This is an optimization exercise on Yosys and OpenROAD, whose aim is small area and a short achievable clock period, not a production implementation.
No functional check of the RTL was part of any run shown here.
No activity file was given, so power comes from the tool's default toggle rates.

## flow/design.v (module list and top-level ports; edited modules follow where they fit)
// module iq_comp: 469 lines
// module iq_a21oi: 3 lines
// module iq_a22oi: 3 lines
// module iq_and2: 3 lines
// module iq_buf4: 3 lines
// module iq_fa: 3 lines
// module iq_ha: 3 lines
// module iq_inv: 3 lines
// module iq_mux2i: 3 lines
// module iq_nand2: 3 lines
// module iq_nor2: 3 lines
// module iq_xnor2: 3 lines
// module iq_xor2: 3 lines
// module iq_benc: 14 lines
// module iq_fin: 6 lines
// module iq_wfin: 3 lines
module iq_comp (
	input clk, RESETn,
	input freeze_iqcomp,
	input [1:0] op_mode,
	input [3:0] Ix, Qx,
	input signed [12:0] Wr_in, Wj_in,
	output reg signed [3:0] Iy, Qy,
	output wire settled,
	output reg signed [12:0] Wr, Wj
);
  // ...
==> flow/flow/run.sh <==
#!/bin/bash
# Layout flow: the standard flow, with two changes:
#  - synthesis maps the RTL's leaf modules to the cells given in
#    flow/cells_map.v (via ORFS's SYNTH_CANONICALIZE_TCL hook);
#  - port buffers are buf_2 cells.
set -euo pipefail
here=$(pwd)
export SYNTH_CANONICALIZE_TCL="$here/flow/canon.tcl"
export BUFFER_PORTS_ARGS="-buffer_cell sky130_fd_sc_hd__buf_2"
bash standard.sh > "$here/standard.log" 2>&1
==> flow/flow/canon.tcl <==
# Sourced by ORFS's synthesis canonicalize step (SYNTH_CANONICALIZE_TCL):
# replaces the leaf modules of the RTL by their cell-level views in
# cells_map.v (same functions, as sky130 cells).
set here [file dirname [file normalize [info script]]]
set f [open [file join $here leaf_modules.txt] r]
set leaves [string trim [read $f]]
close $f
foreach m $leaves {
  delete =$m
}
read_verilog [file join $here cells_map.v]
hierarchy -check -top $::env(DESIGN_NAME)
==> flow/flow/leaf_modules.txt <==
iq_a21oi iq_a22oi iq_and2 iq_buf4 iq_fa iq_ha iq_inv iq_mux2i iq_nand2 iq_nor2 iq_xnor2 iq_xor2 iq_benc iq_fin iq_wfin
==> flow/standard.sh <==
#!/bin/bash
# synth_recipe.tcl (not shown) runs the flow's synth.tcl, then flattens the netlist and writes it again
# the make line also repeats each setting of config.mk as NAME=value (left out here)
make -C /OpenROAD-flow-scripts/flow DESIGN_CONFIG=/design/flow/config.mk WORK_HOME=/design/flow/orfs CLKGATE_MAP_FILE= SYNTH_SCRIPT=/design/flow/synth_recipe.tcl "${@:-finish}"
==> flow/config.mk <==
export PLATFORM = sky130hd
export DESIGN_NAME = iq_comp
export DESIGN_NICKNAME = iq_comp
export VERILOG_FILES = /design/flow/design.v
export SDC_FILE = /design/flow/constraint.sdc
export NUM_CORES = 4
export LEC_CHECK = 0
export CAP_MARGIN = 20
export CORE_MARGIN = 2
export CORE_UTILIZATION = 40
export SLEW_MARGIN = 20
export SYNTH_HIERARCHICAL = 1
export SYNTH_MINIMUM_KEEP_SIZE = 0
==> flow/constraint.sdc <==
create_clock -name core_clock -period 8.0 [get_ports {clk}]
set_input_delay 1.6000 -clock core_clock [delete_from_list [all_inputs] [get_ports {clk}]]
set_output_delay 1.6000 -clock core_clock [all_outputs]
set_load 0.01 [all_outputs]
Not shown: flow/flow/cells_map.v
==> results.rst, run 1 <==
.. list-table::
   :header-rows: 1

   * - Metric
     - Value
   * - Total negative slack for setup checks
     - 0 ns
   * - Tap Count
     - 220
   * - Via count of the first global-routing pass
     - 5612
   * - Group drawing the most power
     - combinational cells
   * - Syn_area_per_cell
     - 8.64 µm²
   * - Registers with the most flip-flops
     - Wj x13, Wr x13
   * - Drt wl/cell
     - 16.6 µm
   * - Count of endpoints failing setup in the final report
     - 0
   * - Worst ir drop on vdd
     - 0.227 mV
   * - Placer congestion estimate
     - 0.824
   * - Final Worst Setup Slack
     - 1.18 ns
   * - Number of instances in the synthesized netlist
     - 773
   * - Sequential portion of the cell area
     - 0.0914
   * - Standard cell core area
     - 0.0165 mm²
   * - Psw
     - 1520 µW
   * - Post-placement cell count
     - 1065
   * - Origin of the critical flop-to-flop path
     - Wj[3]
   * - Power, Total
     - 3070 µW
   * - Clock-net power
     - 204 µW
   * - Die Area
     - 0.0177 mm²
   * - Outcome
     - timing/DRC/antenna clean
   * - Share of total power in sequential cells
     - 0.092
   * - Number of warnings printed during yosys synthesis
     - 7
   * - CP Depth
     - 20
   * - Number of non-clock buffers
     - 102
   * - Share of cells above drive strength 1
     - 0.131
   * - Cell area after synthesis
     - 0.00668 mm²
   * - Largest stage delay, worst path
     - 0.79 ns
   * - Worst Reg-to-Reg Cells
     - 17
   * - Post-CTS setup buffers
     - 0
   * - Clock transition time at the flip-flop clock pins of the worst setup and hold paths
     - 0.06 ns
==> run 2: changes to the inputs <==
--- a/flow/config.mk
+++ b/flow/config.mk
@@ -9,4 +9,5 @@
 export CORE_MARGIN = 2
 export CORE_UTILIZATION = 40
+export SETUP_SLACK_MARGIN = 1.5
 export SLEW_MARGIN = 20
 export SYNTH_HIERARCHICAL = 1
==> run 2 against run 1 <==
  * Sequential power barely moved
  * Still clean
  * Sequential share of layout area fell by 0.17 points
  * Wire length rose by 2.2%
  * Highest routed layer unchanged
==> results.rst, run 2 <==
.. list-table::
   :header-rows: 1

   * - Metric
     - Value
   * - Post-placement cell count
     - 1065 (unchanged)
   * - Via count of the first global-routing pass
     - 5616 (was 5612)
   * - Later-pin clock latency in the skew report
     - 0.30 ns (about the same)
   * - Share of the clock period used by the worst path after layout
     - 0.772 (was 0.853)
   * - Placer congestion estimate
     - 0.824 (unchanged)
   * - Cell row count
     - 47 (unchanged)
   * - Buffer cell driving the clock tree root
     - sky130_fd_sc_hd__clkbuf_16 (unchanged)
   * - Most frequent cells in the layout
     - sky130_fd_sc_hd__xor2_1 (130), sky130_fd_sc_hd__a22oi_1 (92), sky130_fd_sc_hd__nor2_1 (83) (was sky130_fd_sc_hd__xor2_1 (130), sky130_fd_sc_hd__a22oi_1 (92), sky130_fd_sc_hd__nor2_1 (84))
   * - Congestion Overflow GR
     - 0 (unchanged)
   * - Slew Limit Headroom
     - 0.375 (was 0.319)
   * - Clk_skew
     - 0.0102 ns (was 0.0107 ns)
   * - Largest stage delay, worst path
     - 0.52 ns (was 0.79 ns)
   * - RSZ-0062 raised after global routing
     - true (was false)
   * - Largest fanout on the critical path
     - 18 (was 13)
   * - Registers with the most flip-flops
     - Wj x13, Wr x13 (unchanged)
   * - Number of buffers and inverters on the critical path
     - 4 (was 2)
   * - Post-detailed-route DRC marker count
     - 0 (unchanged)
   * - Die Span Y
     - 133 µm (unchanged)
   * - Pin count of the biggest net entering global routing
     - 53 (unchanged)
   * - Syn_area_per_cell
     - 8.64 µm² (unchanged)
   * - Initial core utilization
     - 0.406 (unchanged)
   * - Outcome
     - timing/DRC/antenna clean (unchanged)
   * - Worst EP required
     - 8.22 ns (was 8.23 ns)
   * - Detailed-routing iteration count for the pre-antenna-repair pass
     - 5 (unchanged)
   * - Layout Cells excl Fill
     - 1081 (was 1072)
   * - Nature of the critical path startpoint
     - primary input (unchanged)
   * - CTS tree
     - done (unchanged)
   * - Post-layout nets
     - 994 (was 985)
   * - Vias per std cell
     - 5.39 (was 5.40)
   * - Most common cell after layout, fill and taps aside
     - sky130_fd_sc_hd__xor2_1 (unchanged)
   * - # Max-Cap Violations
     - 0 (unchanged)
   * - Final routed wirelength across all metal layers
     - 18200 µm (was 17800 µm)
   * - Number of buffers added by the clock tree synthesis step
     - 5 (unchanged)
   * - Cell area after synthesis
     - 0.00668 mm² (unchanged)
   * - Number of antenna diodes
     - 0 (unchanged)
   * - Count of endpoints failing setup in the final report
     - 0 (unchanged)
   * - Peak Freq
     - 162 MHz (was 147 MHz)
   * - Switching Fraction
     - 0.498 (was 0.495)
   * - Share of total power in sequential cells
     - 0.090 (was 0.092)
   * - Cell-internal power
     - 1570 µW (was 1550 µW)
   * - Die Area
     - 0.0177 mm² (unchanged)
   * - Critical Path, Cell by Cell
     - clkbuf_4, buf_8, clkinv_1, nor2_2, buf_6, a22oi_1, xor2_1, ha_1, fa_1, fa_1, o22ai_1, a21o_1, a21oi_1, o21ai_1, a311oi_1, nor2_1, xor2_1, maj3_1, o21ai_0, nand2_1, a31oi_1 (was buf_2, inv_1, ha_2, mux2i_1, a22oi_1, xor2_1, ha_1, fa_1, fa_1, o22ai_1, a21o_1, a21oi_1, o21ai_0, a311oi_1, o21ai_0, nand2_1, xnor3_1, o2111ai_1, nand3_1, a31oi_1)
   * - Cell with the largest stage delay on the worst path
     - sky130_fd_sc_hd__fa_1 (was sky130_fd_sc_hd__mux2i_1)
   * - Antenna violations before repair
     - 0 (unchanged)
   * - Worst-case clock buffer depth
     - 2 (unchanged)
   * - Class of the worst hold path
     - reg2reg (unchanged)
   * - Standard cell core area
     - 0.0165 mm² (unchanged)
   * - Total of buffers placed on input and output ports
     - 73 (unchanged)
   * - Estimated wirelength of the detail-placed design
     - 13000 µm (unchanged)
   * - Count of pins on the block boundary
     - 74 (unchanged)
   * - Number of warnings printed during yosys synthesis
     - 7 (unchanged)
   * - Tightest Pin Transition
     - 0.938 ns (was 1.02 ns)
   * - First-pass GRT wire length
     - 29400 µm (about the same)
   * - Pins Over Slew Limit
     - 0 (unchanged)
   * - Clock H-tree levels
     - 2 (unchanged)
   * - GRT Util Overall
     - 0.205 (about the same)
   * - Number of antenna-violating nets in the routed design
     - 0 (unchanged)
   * - Kind of critical path
     - in2reg (unchanged)
   * - Clock transition time at the flip-flop clock pins of the worst setup and hold paths
     - 0.06 ns (about the same)
   * - Post-layout min period
     - 6.17 ns (was 6.82 ns)
   * - Share of cells above drive strength 1
     - 0.151 (was 0.131)
   * - Psw
     - 1560 µW (was 1520 µW)
   * - Combinational fraction of design power
     - 0.845 (was 0.842)
   * - Drt wl/cell
     - 16.8 µm (was 16.6 µm)
   * - Relative area change from synthesis to final layout
     - 13.7% (was 11.5%)
   * - Data arrival time of the critical path
     - 6.40 ns (was 7.05 ns)
   * - Worst ir drop on vdd
     - 0.229 mV (was 0.227 mV)
   * - Kind of cell adding the most delay to the critical path
     - adder cells (was compound AO/OA/AOI/OAI gates)
   * - Number of instances in the synthesized netlist
     - 773 (unchanged)
   * - Endpoint type of the worst setup path
     - flop (unchanged)
   * - DIE WIDTH
     - 133 µm (unchanged)
   * - PwrDens
     - 412 mW/mm² (was 411 mW/mm²)
   * - Fraction of power consumed by the clock network
     - 0.065 (was 0.066)
   * - Number of sinks driven by the clock tree
     - 34 (unchanged)
   * - Endpoints failing hold
     - 0 (unchanged)
   * - Total negative slack for setup checks
     - 0 ns (unchanged)
   * - Worst hold slack across all endpoints
     - 0.613 ns (about the same)
   * - P_leak
     - 0.00323 µW (was 0.00317 µW)
   * - Routed via count
     - 5831 (was 5788)
   * - Initial drt markers
     - 369 (was 337)
run 2: layer usage:
layer,track usage,vias to the layer above,share of wire
li1,-,2851,-
met5,0,-,0
met3,0.0213,13,0.044
met4,0.0508,0,0.016
met2,0.338,149,0.47
met1,0.290,2818,0.47
run 2: layout make-up:
type                    instances  area, µm²
fillers                      1649       8870
multi-input cells             670       5690
flip-flops and latches         34        681
repair buffers                111        668
well taps                     220        275
inverters                      39        146
clock buffers                   5        125
clock inverters                 2       10.0
run 2: what timing repair did:
item	4_1_cts	5_1_grt
hold buffers	0	0
cloned	0	1
resized for setup	4	19
pin swaps	0	1
setup endpoints to repair	8	8
setup buffers	0	8
run 2: path summary, 6_finish.rpt:
path	start	to	slack, ns	depth (start not counted)
min reg2reg	Wj[0]	Wj[0]	0.61	2
min	Wj[0]	Wj[0]	0.61	2
max reg2reg	Iy[1]	Wr[12]	2.97	13
max	Ix[1]	Iy[1]	1.83	21
run 2: worst min-delay path: cells and delay by family, from the launching register on:
kind,cells,cell delay (ns)
AOI/OAI and AO/OA,1,0.06
DFF,1,0.35
xor gates and xnor gates,1,0.16
run 2: power by group through the flow:
stage	Combinational [µW]	Clock (µW)	Sequential (µW)
after floorplan	2150	0	263
after global placement	2530	0	287
after detailed placement	2560	0	286
after CTS	2580	207	283
after global routing	2970	212	289
final	2640	204	282
run 2: metrics by stage:
step | worst slack (ns) | total power, µW | instance area [µm²] | utilization
2_1_floorplan | 1.98 | 2410 | 6680 | -
3_3_place_gp | 1.04 | 2820 | 7310 | 0.444
3_5_place_dp | 0.975 | 2840 | 7310 | 0.444
4_1_cts | 1.51 | 3070 | 7470 | 0.454
5_1_grt | 1.48 | 3470 | 7590 | 0.461
6_report | 1.83 | 3130 | 7590 | 0.461
==> run 3: changes to the inputs <==
--- a/flow/config.mk
+++ b/flow/config.mk
@@ -9,5 +9,5 @@
 export CORE_MARGIN = 2
 export CORE_UTILIZATION = 40
-export SETUP_SLACK_MARGIN = 1.5
+export SETUP_SLACK_MARGIN = 3
 export SLEW_MARGIN = 20
 export SYNTH_HIERARCHICAL = 1
==> run 3 against run 2 <==
  * Via count rose by 7.0%
  * Critical path depth did not move
  * Clock-buffer cell count did not move
  * Area after synthesis did not move
  * Utilization rose by 5.2 points
  * Register-to-register slack improved by 0.21 ns
  * Sequential cell count did not move
  * Total power rose by 17%
  * Die area did not move
  * Worst setup slack improved by 0.34 ns
==> results.rst, run 3 <==
.. list-table::
   :header-rows: 1

   * - Metric
     - Value
   * - Buffer cell driving the clock tree root
     - sky130_fd_sc_hd__clkbuf_16 (unchanged)
   * - PwrDens
     - 435 mW/mm² (was 412 mW/mm²)
   * - Number of buffers and inverters on the critical path
     - 3 (was 4)
   * - DIE WIDTH
     - 133 µm (unchanged)
   * - Data arrival time of the critical path
     - 6.04 ns (was 6.40 ns)
   * - Total of buffers placed on input and output ports
     - 73 (unchanged)
   * - Endpoint type of the worst setup path
     - flop (unchanged)
   * - Pins Over Slew Limit
     - 0 (unchanged)
   * - Initial core utilization
     - 0.406 (unchanged)
   * - Reg area
     - 684 µm² (was 681 µm²)
   * - Final routed wirelength across all metal layers
     - 20500 µm (was 18200 µm)
   * - Number of sinks driven by the clock tree
     - 34 (unchanged)
   * - CTS tree
     - done (unchanged)
   * - Class of the worst hold path
     - reg2reg (unchanged)
   * - Slew Limit Headroom
     - 0.371 (was 0.375)
   * - Post-detailed-route DRC marker count
     - 0 (unchanged)
   * - Clk_skew
     - 0.00477 ns (was 0.0102 ns)
   * - Number of instances in the synthesized netlist
     - 773 (unchanged)
   * - Number of buffers inserted for hold repair after clock tree synthesis
     - 0 (unchanged)
   * - Tightest Pin Transition
     - 0.944 ns (was 0.938 ns)
   * - First-pass GRT wire length
     - 33000 µm (was 29400 µm)
   * - Initial drt markers
     - 464 (was 369)
   * - Share of cells above drive strength 1
     - 0.243 (was 0.151)
   * - Endpoints failing hold
     - 0 (unchanged)
   * - Number of antenna-violating nets in the routed design
     - 0 (unchanged)
   * - Via count of the first global-routing pass
     - 6250 (was 5616)
   * - Worst EP required
     - 8.20 ns (was 8.22 ns)
   * - Later-pin clock latency in the skew report
     - 0.28 ns (was 0.30 ns)
   * - Die Area
     - 0.0177 mm² (unchanged)
   * - Cell row count
     - 47 (unchanged)
   * - Number of warnings printed during yosys synthesis
     - 7 (unchanged)
   * - P_leak
     - 0.00356 µW (was 0.00323 µW)
   * - Share of the clock period used by the worst path after layout
     - 0.729 (was 0.772)
   * - Total negative slack for setup checks
     - 0 ns (unchanged)
   * - Outcome
     - timing/DRC/antenna clean (unchanged)
   * - Number of antenna diodes
     - 0 (unchanged)
   * - Placer congestion estimate
     - 0.833 (was 0.824)
   * - Die Span Y
     - 133 µm (unchanged)
   * - Detailed-routing iteration count for the pre-antenna-repair pass
     - 5 (unchanged)
   * - Vias per std cell
     - 5.52 (was 5.39)
   * - Most common cell after layout, fill and taps aside
     - sky130_fd_sc_hd__xor2_1 (unchanged)
   * - Critical Path, Cell by Cell
     - buf_8, inv_12, ha_4, buf_16, mux2i_4, a22oi_2, xor2_1, ha_1, fa_1, fa_1, o22ai_2, a21o_1, a21oi_2, o21ai_2, a311oi_2, nor2_1, xor2_1, maj3_2, o2111ai_4, nand3_1, a31oi_1 (was clkbuf_4, buf_8, clkinv_1, nor2_2, buf_6, a22oi_1, xor2_1, ha_1, fa_1, fa_1, o22ai_1, a21o_1, a21oi_1, o21ai_1, a311oi_1, nor2_1, xor2_1, maj3_1, o21ai_0, nand2_1, a31oi_1)
   * - Syn_area_per_cell
     - 8.64 µm² (unchanged)
   * - Multi-input logic area
     - 0.00599 mm² (was 0.00569 mm²)
   * - RSZ-0062 raised after global routing
     - true (unchanged)
   * - Worst ir drop on vdd
     - 0.253 mV (was 0.229 mV)
   * - Largest fanout on the critical path
     - 5 (was 18)
   * - Worst-case clock buffer depth
     - 2 (unchanged)
   * - Count of endpoints failing setup in the final report
     - 0 (unchanged)
   * - Pin count of the biggest net entering global routing
     - 53 (unchanged)
   * - Kind of critical path
     - in2reg (unchanged)
   * - Count of pins on the block boundary
     - 74 (unchanged)
   * - Standard cell area after detailed placement
     - 0.00746 mm² (was 0.00731 mm²)
   * - Routed via count
     - 6242 (was 5831)
   * - Cell with the largest stage delay on the worst path
     - sky130_fd_sc_hd__fa_1 (unchanged)
   * - Standard cell core area
     - 0.0165 mm² (unchanged)
   * - Count of filler cells inserted in the layout
     - 1576 (was 1649)
   * - Relative area change from synthesis to final layout
     - 26.4% (was 13.7%)
   * - Registers with the most flip-flops
     - Wj x13, Wr x13 (unchanged)
   * - Worst hold slack across all endpoints
     - 0.642 ns (was 0.613 ns)
   * - Final core utilization
     - 0.513 (was 0.461)
   * - GRT Util Overall
     - 0.230 (was 0.205)
   * - Clock transition time at the flip-flop clock pins of the worst setup and hold paths
     - 0.06 ns (about the same)
   * - Peak Freq
     - 171 MHz (was 162 MHz)
   * - Most frequent cells in the layout
     - sky130_fd_sc_hd__xor2_1 (130), sky130_fd_sc_hd__a22oi_1 (85), sky130_fd_sc_hd__nor2_1 (81) (was sky130_fd_sc_hd__xor2_1 (130), sky130_fd_sc_hd__a22oi_1 (92), sky130_fd_sc_hd__nor2_1 (83))
   * - Design area
     - 0.00844 mm² (was 0.00759 mm²)
   * - Drt wl/cell
     - 18.1 µm (was 16.8 µm)
   * - # Max-Cap Violations
     - 0 (unchanged)
   * - Number of buffers added by the clock tree synthesis step
     - 5 (unchanged)
   * - Power, Total
     - 3670 µW (was 3130 µW)
   * - Nature of the critical path startpoint
     - primary input (unchanged)
   * - Largest stage delay, worst path
     - 0.58 ns (was 0.52 ns)
   * - Antenna violations before repair
     - 0 (unchanged)
   * - Clock H-tree levels
     - 2 (unchanged)
   * - Cell area after synthesis
     - 0.00668 mm² (unchanged)
   * - Congestion Overflow GR
     - 0 (unchanged)
   * - Post-layout min period
     - 5.83 ns (was 6.17 ns)
   * - Kind of cell adding the most delay to the critical path
     - adder cells (unchanged)
   * - Estimated wirelength of the detail-placed design
     - 14200 µm (was 13000 µm)
   * - Post-layout nets
     - 1043 (was 994)
[run 3: final cells by class]
| cell class | instances | area share |
|---|---|---|
| multi-input combinational | 670 | 0.709 |
| timing repair buffer | 160 | 0.142 |
| sequential | 34 | 0.0811 |
| tap | 220 | 0.0326 |
| inverter | 39 | 0.0188 |
| clock buffer | 5 | 0.0148 |
| clock inverter | 2 | 0.00119 |
[run 3: per-layer routing]
metal / routed length (µm) / vias to the layer above / track usage
li1: - / 2943 / -
met1: 9240 / 3058 / 0.321
met2: 9650 / 208 / 0.379
met3: 1200 / 33 / 0.0331
met4: 397 / 0 / 0.0544
met5: 0 / - / 0
[run 3: through the flow]
step                      worst slack, ns  std cells
after global routing                 1.91       1130
after floorplan                      2.34        774
after detailed placement             1.25       1059
after CTS                            2.21       1118
after global placement               1.34       1059
final                                2.17       1130
[run 3: worst paths after layout]
kind              slack (ns)        from      to  depth (start not counted)
setup / recovery        2.17  op_mode[1]   Iy[0]                         21
hold / removal          0.64       Wj[0]   Wj[0]                          2
setup reg to reg        3.18       Iy[0]  Wj[12]                         12
hold reg to reg         0.64       Wj[0]   Wj[0]                          2
[run 3: power breakdown]
group	internal [µW]	switching [µW]
sequential	205	79.5
combinational	1550	1640
clock	113	81.4
[run 3: repair_timing]
action                     CTS  global route
resized for setup           30            24
buffers inserted            51            11
gates cloned                 1             1
setup endpoints to repair    9            10
pin swaps                   31            14
[run 3: worst min-delay path, stage by stage, from the launching register on]
cell	delay (ns)
sky130_fd_sc_hd__dfxtp_1	0.36
sky130_fd_sc_hd__xnor2_1	0.17
sky130_fd_sc_hd__a21oi_1	0.06

## what the ideal ports hide
The flow's constraints put no driver on any port. The routed layouts listed below were extracted and timed again, unchanged, in two steps. Step 1 (the two cells are an assumption about what drives the block):
set clk [get_ports {clk}]
set_driving_cell -lib_cell sky130_fd_sc_hd__clkbuf_16 $clk
set_driving_cell -lib_cell sky130_fd_sc_hd__buf_2 [delete_from_list [all_inputs] $clk]
Step 2 also shifts input and output timing later by t, the mid clock arrival at the registers, as if the neighbouring blocks saw the same clock. a / b / c = no drivers / after step 1 / after step 2; a / b = the first two.
| run | t, ns | slack for setup (ns) | latest minus earliest clock arrival (ns) |
|---|---|---|---|
| run 1 | 0.334 | 1.176 / 1.196 / 0.862 | 0.010 / 0.011 |
| run 2 | 0.335 | 1.825 / 1.838 / 1.503 | 0.010 / 0.011 |
| run 3 | 0.319 | 2.167 / 2.160 / 1.841 | 0.004 / 0.005 |
After both steps setup and hold are still met in every run listed. The setup slack of run 3, which loses most, moves by -0.007 ns with the drivers and by -0.326 ns with both steps.
